Context: an optimization exercise on an open-source flow, tuned for small area. The choices shown serve that exercise and are no tape-out recipe.
Function was checked by simulation only, so behaviour that the tests miss may differ from the original.
The clock port is modelled as an ideal driver, which makes a skipped or thinned clock tree look cheaper than it is; a real chip needs a root buffer or a tree.

lane 2:
==> flow/design.v (excerpt) <==
module stopwatch(
    input  wire clk_100MHz,
    input  wire btn_reset,
    input  wire btn_pause,
    input  wire sw_adj,
    input  wire sw_sel,
    output reg  [6:0] seg,
    output reg  [3:0] an
);
  wire reset, pause, adjust, select;
  debounce db_reset (.clk(clk_100MHz), .btn_in(btn_reset), .btn_out(reset));
  debounce db_pause (.clk(clk_100MHz), .btn_in(btn_pause), .btn_out(pause));
  debounce db_adjust(.clk(clk_100MHz), .btn_in(sw_adj),    .btn_out(adjust));
  debounce db_select(.clk(clk_100MHz), .btn_in(sw_sel),    .btn_out(select));
  wire clk_2Hz, clk_1Hz, clk_fast, clk_blink, fast_tick;
  clock_divider clk_div_inst (
      .clk_100MHz(clk_100MHz),
      .reset(reset),
      .clk_2Hz(clk_2Hz),
      .clk_1Hz(clk_1Hz),
      .clk_fast(clk_fast),
      .clk_blink(clk_blink),
      .fast_tick(fast_tick)
  );
  reg minute_enable;
  wire sec_clk = (adjust &  select) ? clk_2Hz : clk_1Hz;
  wire min_clk = (adjust & ~select) ? clk_2Hz : minute_enable;
  reg sec_clk_q, min_clk_q;
  ...
==> module debounce, before the edit <==
module debounce(
    input  wire clk,        
    input  wire btn_in,     
    output reg  btn_out     
);
    reg [3:0] run_q;        
    reg full;
    wire [3:0] run = run_q ^ 4'b0100;
    wire out_next = btn_out ^ full;
    wire differs  = btn_in ^ out_next;
    wire feedback = run[3] ^ ~(run[2] & ~run[1] & ~run[0]);
    wire [3:0] run_next = differs ? {run[2:0], feedback} : 4'b0000;
    always @(posedge clk) begin
        btn_out <= out_next;
        run_q <= run_next ^ 4'b0100;
        full  <= differs & (run == 4'b1000);
    end
endmodule
export LEC_CHECK = 0
export CAP_MARGIN = 20
export CORE_MARGIN = 2
export CORE_UTILIZATION = 70
export PLACE_DENSITY = 0.85
export SLEW_MARGIN = 20
create_clock -name core_clock -period 10.0 [get_ports {clk_100MHz}]
standard.sh (not shown) runs the stock make flow with config.mk's settings and CLKGATE_MAP_FILE= SYNTH_SCRIPT=/design/flow/synth_recipe.tcl, a recipe that flattens the netlist after the stock synthesis.
==> flow/flow/run.sh <==
#!/bin/bash
# Own layout flow: the standard synthesis, then an area-oriented re-mapping
# of its combinational logic (the registers are kept as they are), then the
# standard ORFS steps with minimum-size port buffers and a clock tree of
# small clock buffers.
set -euo pipefail
W=$PWD
R=$W/orfs/results/sky130hd/stopwatch/base
LIB=$FLOW_HOME/platforms/sky130hd/lib/sky130_fd_sc_hd__tt_025C_1v80.lib

bash standard.sh synth > $W/log_1_synth_standard.log 2>&1
cp $R/1_2_yosys.v $W/1_2_yosys_standard.v

# Re-map with ABC: SAT-based AIG optimisation (&deepsyn) with several seeds,
# each mapped two ways; keep the smallest netlist.
mkdir -p $W/reopt
run_one() {
  local tag=$1 seed=$2 mapper=$3
  echo "strash; &get -n; &deepsyn -T 20 -S $seed; &put; $mapper; topo" > $W/reopt/$tag.abc
  LIB=$LIB IN=$W/1_2_yosys_standard.v OUT=$W/reopt/$tag.v ABC_SCRIPT=$W/reopt/$tag.abc \
    yosys -c $W/flow/reopt.tcl > $W/log_1_reopt_$tag.log 2>&1 || true
}
for seeds in "1 2" "3 4"; do
  for seed in $seeds; do
    run_one s${seed}_dchf $seed "dch -f; amap" &
    run_one s${seed}_dch $seed "dch; amap" &
  done
  wait
done
best=""
best_area=1e30
for log in $W/log_1_reopt_*.log; do
  tag=${log#$W/log_1_reopt_}
  tag=${tag%.log}
  area=$(grep "Chip area for top module" $log | tail -1 | awk '{print $NF}')
  [[ -n "$area" && -s $W/reopt/$tag.v ]] || continue
  echo "$tag $area" >> $W/reopt/areas.txt
  if awk -v a=$area -v b=$best_area 'BEGIN{exit !(a < b)}'; then
    best=$tag
    best_area=$area
  fi
done
echo "chosen: $best $best_area" >> $W/reopt/areas.txt
if [[ -n "$best" ]]; then
  cp $W/reopt/$best.v $R/1_2_yosys.v
  touch $R/1_2_yosys.v
fi

# Clock tree: flip-flops grouped by position, one clock buffer per group,
# each driven by the clock port (see cts_hook.tcl).
export SW_CLOCK_GROUPS=4
export SW_CLOCK_BUFFER=sky130_fd_sc_hd__clkbuf_8
bash standard.sh "PRE_CTS_TCL=$W/flow/cts_hook.tcl" \
  "BUFFER_PORTS_ARGS=-buffer_cell sky130_fd_sc_hd__buf_1" \
  finish > $W/log_2_finish.log 2>&1
Other scripts of this flow, unchanged in this note and not shown: flow/flow/cts_hook.tcl, flow/flow/reopt.tcl
Edits applied to the flow inputs when going from lane 2 to lane 3:
--- a/flow/design.v
+++ b/flow/design.v
@@ -3,17 +3,15 @@
     input  wire btn_in,     
     output reg  btn_out     
 );
-    reg [3:0] run_q;        
+    reg [3:0] run;
     reg full;
-    wire [3:0] run = run_q ^ 4'b0100;
     wire out_next = btn_out ^ full;
     wire differs  = btn_in ^ out_next;
     wire feedback = run[3] ^ ~(run[2] & ~run[1] & ~run[0]);
-    wire [3:0] run_next = differs ? {run[2:0], feedback} : 4'b0000;
     always @(posedge clk) begin
         btn_out <= out_next;
-        run_q <= run_next ^ 4'b0100;
-        full  <= differs & (run == 4'b1000);
+        run  <= differs ? {run[2:0], feedback} : 4'b0000;
+        full <= differs & (run == 4'b1000);
     end
 endmodule
 module clock_divider(
Findings:
Compared with lane 2, in lane 3 die area has increased, synthesized netlist cell count has increased.
Synthesized area deteriorates in lane 3 relative to lane 2.
Lane 3 vs lane 2: cell count up by a few percent
Lane 3 and lane 2 ended up with nearly the same area growth from synthesis to final layout.
Lane 3 vs lane 2 — area of combinational cells with multiple inputs dropped slightly
In every run of this note, the design's own scripts or RTL, not TritonCTS, make the clock network.


Starting RTL as in the previous note.
==> module clock_divider, before the edit <==
module clock_divider(
    input  wire clk_100MHz,  
    input  wire reset,       
    output wire clk_2Hz,
    output wire clk_1Hz,
    output wire clk_fast,
    output wire clk_blink,
    output wire fast_tick    
);
    reg [4:0] p1;
    reg [4:0] p2;
    reg [3:0] q;
    reg [2:0] q5;
    wire p1_wrap = p1[4] & p1[3];    
    wire p2_wrap = p2[4] & p2[3];    
    wire q5_wrap = q5[2];            
    always @(posedge clk_100MHz) begin
      if (reset) begin
        p1 <= 5'd0;
        p2 <= 5'd0;
        q  <= 4'd0;
        q5 <= 3'd0;
      end else begin
        p1 <= p1_wrap ? 5'd0 : p1 + 5'd1;
        if (p1_wrap) begin
          p2 <= p2_wrap ? 5'd0 : p2 + 5'd1;
          if (p2_wrap) begin
            q  <= q + 4'd1;
            q5 <= q5_wrap ? 3'd0 : q5 + 3'd1;
          end
        end
      end
    end
    assign clk_2Hz   = q[2];
    assign clk_1Hz   = q[3];
    assign clk_fast  = p2[0] ^ q[0];
    assign clk_blink = q[0] ^ q5[0];
    assign fast_tick = clk_fast & (p1 == 5'd0);
endmodule
==> module stopwatch, before the edit <==
module stopwatch(
    input  wire clk_100MHz,
    input  wire btn_reset,
    input  wire btn_pause,
    input  wire sw_adj,
    input  wire sw_sel,
    output reg  [6:0] seg,
    output reg  [3:0] an
);
  wire reset, pause, adjust, select;
  debounce db_reset (.clk(clk_100MHz), .btn_in(btn_reset), .btn_out(reset));
  debounce db_pause (.clk(clk_100MHz), .btn_in(btn_pause), .btn_out(pause));
  debounce db_adjust(.clk(clk_100MHz), .btn_in(sw_adj),    .btn_out(adjust));
  debounce db_select(.clk(clk_100MHz), .btn_in(sw_sel),    .btn_out(select));
  wire clk_2Hz, clk_1Hz, clk_fast, clk_blink, fast_tick;
  clock_divider clk_div_inst (
      .clk_100MHz(clk_100MHz),
      .reset(reset),
      .clk_2Hz(clk_2Hz),
      .clk_1Hz(clk_1Hz),
      .clk_fast(clk_fast),
      .clk_blink(clk_blink),
      .fast_tick(fast_tick)
  );
  reg minute_enable;
  wire sec_clk = (adjust &  select) ? clk_2Hz : clk_1Hz;
  wire min_clk = (adjust & ~select) ? clk_2Hz : minute_enable;
  reg sec_clk_q, min_clk_q;
  always @(posedge clk_100MHz) begin
      sec_clk_q <= sec_clk;
      min_clk_q <= min_clk;
  end
  wire sec_tick = sec_clk & ~sec_clk_q;
  wire min_tick = min_clk & ~min_clk_q;
  wire sec_pause = adjust ? ~select : pause;
  wire min_pause = adjust ?  select : pause;
  wire sec_en = sec_tick & ~sec_pause;
  wire min_en = min_tick & ~min_pause;
  function [3:0] ones_next(input [3:0] c);
      begin
          ones_next[0] = (~c[0]);
          ones_next[1] = (~c[0] & c[1]) | (c[0] & ~c[1] & ~c[3]);
          ones_next[2] = (~c[0] & c[2]) | (c[0] & c[1] & ~c[2]) | (~c[1] & c[2]);
          ones_next[3] = (c[0] & c[1] & c[2]) | (~c[0] & c[3]);
      end
  endfunction
  function [2:0] tens_next(input [2:0] c);
      begin
          tens_next[0] = (~c[0]);
          tens_next[1] = (c[0] & ~c[1] & ~c[2]) | (~c[0] & c[1]);
          tens_next[2] = (c[0] & c[1]) | (~c[0] & c[2]);
      end
  endfunction
  function ones_last(input [3:0] c);
      ones_last = (c[0] & c[3]);
  endfunction
  function tens_last(input [2:0] c);
      tens_last = (c[0] & c[2]);
  endfunction
  reg [3:0] sec_ones, min_ones;
  reg [2:0] sec_tens, min_tens;
  wire sec_ones_wrap = ones_last(sec_ones);
  wire sec_tens_wrap = tens_last(sec_tens);
  wire min_ones_wrap = ones_last(min_ones);
  wire min_tens_wrap = tens_last(min_tens);
  always @(posedge clk_100MHz) begin
      if (reset) begin
          sec_ones <= 4'b0000;
          sec_tens <= 3'b000;
          minute_enable <= 1'b0;
      end else begin
          if (sec_en) begin
              sec_ones <= ones_next(sec_ones);
              if (sec_ones_wrap)
                  sec_tens <= tens_next(sec_tens);
          end
          if (sec_tick)
              minute_enable <= sec_en & sec_ones_wrap & sec_tens_wrap;
      end
  end
  always @(posedge clk_100MHz) begin
      if (reset) begin
          min_ones <= 4'b0000;
          min_tens <= 3'b000;
      end else if (min_en) begin
          min_ones <= ones_next(min_ones);
          if (min_ones_wrap)
              min_tens <= tens_next(min_tens);
      end
  end
  reg [1:0] digit_sel;
  always @(posedge clk_100MHz) begin
      if (reset)
          digit_sel <= 2'd0;
      else if (fast_tick)
          digit_sel <= digit_sel + 2'd1;
  end
  wire blank = adjust & (select == digit_sel[1]) & clk_blink;
  reg [3:0] digit;
  always @(*) begin
      case (digit_sel)
          2'd0: digit = {1'b0, min_tens};
          2'd1: digit = min_ones;
          2'd2: digit = {1'b0, sec_tens};
          default: digit = sec_ones;
      endcase
  end
  wire [6:0] lit;
  assign lit[0] = (digit[3]) | (digit[0] & digit[2]) | (~digit[0] & ~digit[2]) | (digit[1]);
  assign lit[1] = (~digit[0] & ~digit[1]) | (~digit[2]) | (digit[0] & digit[1]);
  assign lit[2] = (~digit[1]) | (digit[2]) | (digit[0]);
  assign lit[3] = (digit[1] & ~digit[2]) | (~digit[0] & ~digit[2]) | (~digit[0] & digit[1]) | (digit[0] & ~digit[1] & digit[2]) | (digit[3]);
  assign lit[4] = (~digit[0] & ~digit[2]) | (~digit[0] & digit[1]);
  assign lit[5] = (~digit[1] & digit[2]) | (~digit[0] & digit[2]) | (~digit[0] & ~digit[1]) | (digit[3]);
  assign lit[6] = (~digit[0] & digit[2]) | (digit[1] & ~digit[2]) | (~digit[1] & digit[2]) | (digit[3]);
  wire [6:0] seg_code = ~lit;
  always @(*) begin
      seg = blank ? 7'b1111111 : seg_code;
      case (digit_sel)
          2'd0: an = 4'b0111;
          2'd1: an = 4'b1011;
          2'd2: an = 4'b1101;
          default: an = 4'b1110;
      endcase
  end
endmodule
Settings: LEC_CHECK=0, CAP_MARGIN=20, CORE_MARGIN=2, CORE_UTILIZATION=70, PLACE_DENSITY=0.85, SLEW_MARGIN=20; clock period 10.0 ns.
==> flow/flow/run.sh <==
#!/bin/bash
# Own layout flow: the standard synthesis, then an area-oriented re-mapping
# of its combinational logic (the registers are kept as they are), then the
# standard ORFS steps with minimum-size port buffers and a clock tree of
# small clock buffers.
set -euo pipefail
W=$PWD
R=$W/orfs/results/sky130hd/stopwatch/base
LIB=$FLOW_HOME/platforms/sky130hd/lib/sky130_fd_sc_hd__tt_025C_1v80.lib

bash standard.sh synth > $W/log_1_synth_standard.log 2>&1
cp $R/1_2_yosys.v $W/1_2_yosys_standard.v

# Re-map with ABC: SAT-based AIG optimisation (&deepsyn) with several seeds,
# then choices and area mapping; keep the smallest netlist.
mkdir -p $W/reopt
run_one() {
  local tag=$1 seed=$2 mapper=$3
  echo "strash; &get -n; &deepsyn -T 20 -S $seed; &put; $mapper; topo" > $W/reopt/$tag.abc
  LIB=$LIB IN=$W/1_2_yosys_standard.v OUT=$W/reopt/$tag.v ABC_SCRIPT=$W/reopt/$tag.abc \
    yosys -c $W/flow/reopt.tcl > $W/log_1_reopt_$tag.log 2>&1 || true
}
for seeds in "1 2 3 4" "5 6 7 8" "9 10 11 12"; do
  for seed in $seeds; do
    run_one s${seed}_dch $seed "dch; amap" &
  done
  wait
done
for seed in 1 2 3 4; do
  run_one s${seed}_dchf $seed "dch -f; amap" &
done
wait
# Take the smallest netlist that yosys proves equivalent to the standard one
# (same registers, equivalent logic between them); else keep the standard.
for log in $W/log_1_reopt_*.log; do
  tag=${log#$W/log_1_reopt_}
  tag=${tag%.log}
  area=$( (grep "Chip area for top module" $log || true) | tail -1 | awk '{print $NF}')
  if [[ -n "$area" && -s $W/reopt/$tag.v ]]; then
    echo "$tag $area" >> $W/reopt/areas.txt
  fi
done
touch $W/reopt/areas.txt
chosen=standard
for tag in $(sort -g -k2 $W/reopt/areas.txt | awk '{print $1}'); do
  if LIB=$LIB GOLD=$W/1_2_yosys_standard.v GATE=$W/reopt/$tag.v \
      yosys -c $W/flow/equiv.tcl > $W/log_1_equiv_$tag.log 2>&1; then
    chosen=$tag
    cp $W/reopt/$tag.v $R/1_2_yosys.v
    touch $R/1_2_yosys.v
    break
  fi
done
echo "chosen: $chosen" >> $W/reopt/areas.txt

# Clock tree: flip-flops split by position into 4 groups of equal size, one
# clock buffer per group, each driven by the clock port; each buffer is the
# smallest of SW_CLOCK_SIZES that keeps its flip-flops' clock slew under
# SW_CLOCK_SLEW_NS (see cts_hook.tcl).
export SW_CLOCK_GROUPS=4
export SW_CLOCK_BUFFER=sky130_fd_sc_hd__clkbuf_8
export SW_CLOCK_SIZES="sky130_fd_sc_hd__clkbuf_8 sky130_fd_sc_hd__clkbuf_16"
export SW_CLOCK_SLEW_NS=0.1
bash standard.sh "PRE_CTS_TCL=$W/flow/cts_hook.tcl" \
  "BUFFER_PORTS_ARGS=-buffer_cell sky130_fd_sc_hd__buf_1" \
  finish > $W/log_2_finish.log 2>&1
Other scripts of this flow, unchanged in this note and not shown: flow/flow/cts_hook.tcl, flow/flow/equiv.tcl, flow/flow/reopt.tcl
==> next run, changes <==
--- a/flow/design.v
+++ b/flow/design.v
@@ -20,11 +20,10 @@
     input  wire clk_100MHz,  
     input  wire reset,       
     output wire clk_2Hz,
     output wire clk_1Hz,
-    output wire clk_fast,
     output wire clk_blink,
-    output wire fast_tick    
+    output wire [1:0] digit_sel   
 );
     reg [4:0] p1;
     reg [4:0] p2;
     reg [3:0] q;
@@ -50,11 +49,11 @@
       end
     end
     assign clk_2Hz   = q[2];
     assign clk_1Hz   = q[3];
-    assign clk_fast  = p2[0] ^ q[0];
     assign clk_blink = q[0] ^ q5[0];
-    assign fast_tick = clk_fast & (p1 == 5'd0);
+    wire [2:0] scan = p2[2:0] + q[2:0] + {2'b00, |p1};
+    assign digit_sel = scan[2:1];
 endmodule
 module stopwatch(
     input  wire clk_100MHz,
     input  wire btn_reset,
@@ -68,17 +67,17 @@
   debounce db_reset (.clk(clk_100MHz), .btn_in(btn_reset), .btn_out(reset));
   debounce db_pause (.clk(clk_100MHz), .btn_in(btn_pause), .btn_out(pause));
   debounce db_adjust(.clk(clk_100MHz), .btn_in(sw_adj),    .btn_out(adjust));
   debounce db_select(.clk(clk_100MHz), .btn_in(sw_sel),    .btn_out(select));
-  wire clk_2Hz, clk_1Hz, clk_fast, clk_blink, fast_tick;
+  wire clk_2Hz, clk_1Hz, clk_blink;
+  wire [1:0] digit_sel;
   clock_divider clk_div_inst (
       .clk_100MHz(clk_100MHz),
       .reset(reset),
       .clk_2Hz(clk_2Hz),
       .clk_1Hz(clk_1Hz),
-      .clk_fast(clk_fast),
       .clk_blink(clk_blink),
-      .fast_tick(fast_tick)
+      .digit_sel(digit_sel)
   );
   reg minute_enable;
   wire sec_clk = (adjust &  select) ? clk_2Hz : clk_1Hz;
   wire min_clk = (adjust & ~select) ? clk_2Hz : minute_enable;
@@ -144,15 +143,8 @@
           if (min_ones_wrap)
               min_tens <= tens_next(min_tens);
       end
   end
-  reg [1:0] digit_sel;
-  always @(posedge clk_100MHz) begin
-      if (reset)
-          digit_sel <= 2'd0;
-      else if (fast_tick)
-          digit_sel <= digit_sel + 2'd1;
-  end
   wire blank = adjust & (select == digit_sel[1]) & clk_blink;
   reg [3:0] digit;
   always @(*) begin
       case (digit_sel)
Result:
- register-to-register slack got worse by 0.03 ns
- cell area falls by 1.9%
- final cell count goes down by 2.2%
- synthesized cell count increases by 1.5%
- utilization decreases by 0.81 points
- routed wire length went up by 2.3%
- via count grows by 1.7%
In every run of this note, the design's own scripts or RTL, not TritonCTS, make the clock network.

==> afterwards: timing with drivers on the ports <==
The flow's constraints put no driver on any port. The routed layouts listed below were extracted and timed again, unchanged, in two steps.
Step 1 assumes that a clkbuf_16 drives the clock port and a buf_2 every other input.
Step 2 also shifts input and output timing later by t, the mid clock arrival at the registers, as if the neighbouring blocks saw the same clock.
Slacks: ideal ports / drivers / drivers and shift; pairs: ideal ports / drivers.
| run | t, ns | setup WS [ns] | worst register clock-pin slew, ns | pins driven straight from the clock port |
|---|---|---|---|---|
| lane 2 | 0.204 | 6.007 / 5.955 / 6.159 | 0.12 / 0.12 | 4 |
| lane 3 | 0.195 | 5.727 / 5.671 / 5.866 | 0.10 / 0.10 | 4 |
| the first run of note 2 | 0.195 | 5.990 / 5.942 / 6.137 | 0.10 / 0.10 | 4 |
| the second run of note 2 | 0.197 | 4.557 / 4.504 / 4.701 | 0.09 / 0.09 | 4 |
After both steps every run listed still meets setup and hold.
